This design comes from an exercise in tuning for small area, a short achievable clock period and few clock cycles on the open sky130 flow, not from production work.
Where RTL was checked, it was by simulation tests only, not by an equivalence proof against the original.
Power figures rest on the tool's default switching activity, not on a simulated workload.

Design mips, start of the top module:
module mips(
	input wire clk,
	input wire rst,
	output wire [31:0] INST_ADDR,
	input wire [31:0] INST_DATA,
	output wire [31:0] DMEM_ADDR,
	output wire DMEM_WE,
	output wire [31:0] DMEM_WDATA,
	input wire [31:0] DMEM_RDATA
	);
export LEC_CHECK = 0
export CAP_MARGIN = 20
export CORE_MARGIN = 2
export CORE_UTILIZATION = 40
export SLEW_MARGIN = 20
export SYNTH_HIERARCHICAL = 1
export SYNTH_MINIMUM_KEEP_SIZE = 0
create_clock -name core_clock -period 10.0 [get_ports {clk}]
standard.sh (not shown) runs the stock make flow with config.mk's settings and CLKGATE_MAP_FILE= SYNTH_SCRIPT=/design/flow/synth_recipe.tcl, a recipe that flattens the netlist after the stock synthesis.
==> flow/flow/run.sh <==
#!/bin/bash
set -euo pipefail
MARGIN=6.5
bash standard.sh synth > synth.log 2>&1
SYNTH_ODB=orfs/results/sky130hd/mips/base/1_synth.odb openroad -no_init -exit flow/downsize.tcl > downsize.log 2>&1
bash standard.sh SETUP_SLACK_MARGIN=$MARGIN "CTS_ARGS=-sink_clustering_enable -repair_clock_nets -dont_use_dummy_load -buf_list sky130_fd_sc_hd__clkbuf_8 -sink_clustering_size 20" "BUFFER_PORTS_ARGS=-buffer_cell sky130_fd_sc_hd__buf_4" finish > layout.log 2>&1
==> flow/flow/downsize.tcl <==
# Set every combinational cell that synthesis mapped to a larger drive
# strength back to its smallest variant; the timing repair later in the flow
# sizes up the cells that need it.
set odb $::env(SYNTH_ODB)
read_db $odb
set db [ord::get_db]
set n 0
foreach inst [[ord::get_db_block] getInsts] {
  set m [$inst getMaster]
  set name [$m getName]
  if {[regexp {^sky130_fd_sc_hd__(df|edf|sdf|dl|sdl|conb|tap|fill|decap|diode)} $name]} { continue }
  if {[regexp {^(sky130_fd_sc_hd__[a-z0-9]+)_([0-9]+)$} $name -> base size] && $size > 1} {
    foreach s {1 0} {
      set nm [$db findMaster ${base}_$s]
      if {$nm ne "NULL" && $nm ne ""} {
        $inst swapMaster $nm
        incr n
        break
      }
    }
  }
}
puts "downsized $n cells"
write_db $odb
The first run completed with no timing, DRC or antenna violations.
Rerun with:
--- a/flow/design.v
+++ b/flow/design.v
@@ -745,15 +745,12 @@
 module g_and3(input a, b, c, output y);
 	assign y = a & b & c;
 endmodule
 module g_mux2(input a0, a1, s, output y);
 	assign y = s ? a1 : a0;
 endmodule
-module g_a221o(input a1, a2, b1, b2, c1, output y);
-	assign y = (a1 & a2) | (b1 & b2) | c1;
-endmodule
 module g_buf(input a, output y);
 	assign y = a;
 endmodule
 module g_rd32f(input [31:0] s, input [31:0] d, output q);
 	wire [15:0] y;
 	wire [3:0] z;
@@ -832,22 +829,22 @@
 	endfunction
 	wire [31:0] sh_in = ({32{h_b}} & e_b) | ({32{h_br}} & rev32(e_b))
 	                  | ({32{h_m}} & m_res) | ({32{h_mr}} & rev32(m_res));
 	wire        sh_fill = e_sra & bx[31];
 	wire [32:0] sh_ext = $signed({sh_fill, sh_in}) >>> sa;
 	wire [31:0] sr = sh_ext[31:0];
-	wire [31:0] oth = ({32{r_and}} & g)
+	wire [31:0] oth = ({32{r_slt}} & {31'b0, sum[31]})
+	                | ({32{r_and}} & g)
 	                | ({32{r_or}}  & pg)
 	                | ({32{r_xor}} & p)
 	                | ({32{r_nor}} & ~pg)
 	                | ({32{r_srl}} & sr)
 	                | ({32{r_sll}} & rev32(sr))
 	                | ({32{r_b}}   & bx);
 	wire [31:0] alu;
-	g_a221o r0(.a1(r_add), .a2(sum[0]), .b1(r_slt), .b2(sum[31]), .c1(oth[0]), .y(alu[0]));
-	generate for (gb = 1; gb < 32; gb = gb + 1) begin : res
+	generate for (gb = 0; gb < 32; gb = gb + 1) begin : res
 		g_a21o r(.a1(r_add), .a2(sum[gb]), .b1(oth[gb]), .y(alu[gb]));
 	end endgenerate
 	wire eq = (c_ab & (e_a == e_b)) | (c_mb & (m_res == e_b))
 	        | (c_am & (e_a == m_res)) | c_mm;
 	wire mis_br = e_br & (eq ^ e_bx);
 	wire mis_jr = (j_a & (e_a != pc)) | (j_m & (m_res != pc));
Result: Critical path depth goes up by 6; total power falls by about 1.6%; setup slack loses 0.017 ns; clock-buffer cell count went down by 6; die area drops by 1.2%; sequential power goes up by about 0.6%; design area decreases by 1.9%; clock skew came out higher by 0.061 ns; via count came out lower by about 2.3%; final cell count fell by 1.4%; utilization came out lower by 0.32 points; synthesized area fell by 1.3%; wire length came out lower by 7.2%.
Testbench counts after the change, summed over its fixed seeds: cycles 75,343.
Function not checked in the first run of this note: the RTL went through the layout flow alone.

==> what the ideal ports hide <==
Ports are ideal in the flow. The routed layouts listed here were re-timed in OpenROAD.
Step 1: set_driving_cell puts a clkbuf_16 on clk and a buf_2 on each other input, an assumption about the parent block.
Step 2 also shifts input and output timing later by t, the mid clock arrival at the registers, as if the neighbouring blocks saw the same clock.
Three values: ideal ports, drivers, drivers and shift; two values: the first two.
| run | t, ns | setup WS [ns] | worst setup path at the end |
|---|---|---|---|
| the first run | 1.023 | 6.322 / 6.246 / 5.385 | input to register |
| the second run | 1.019 | 6.305 / 6.297 / 5.286 | input to register |
After both steps every run listed still meets setup and hold. For the second run, which loses most, drivers alone change the setup slack by -0.008 ns; drivers and shift together by -1.019 ns.
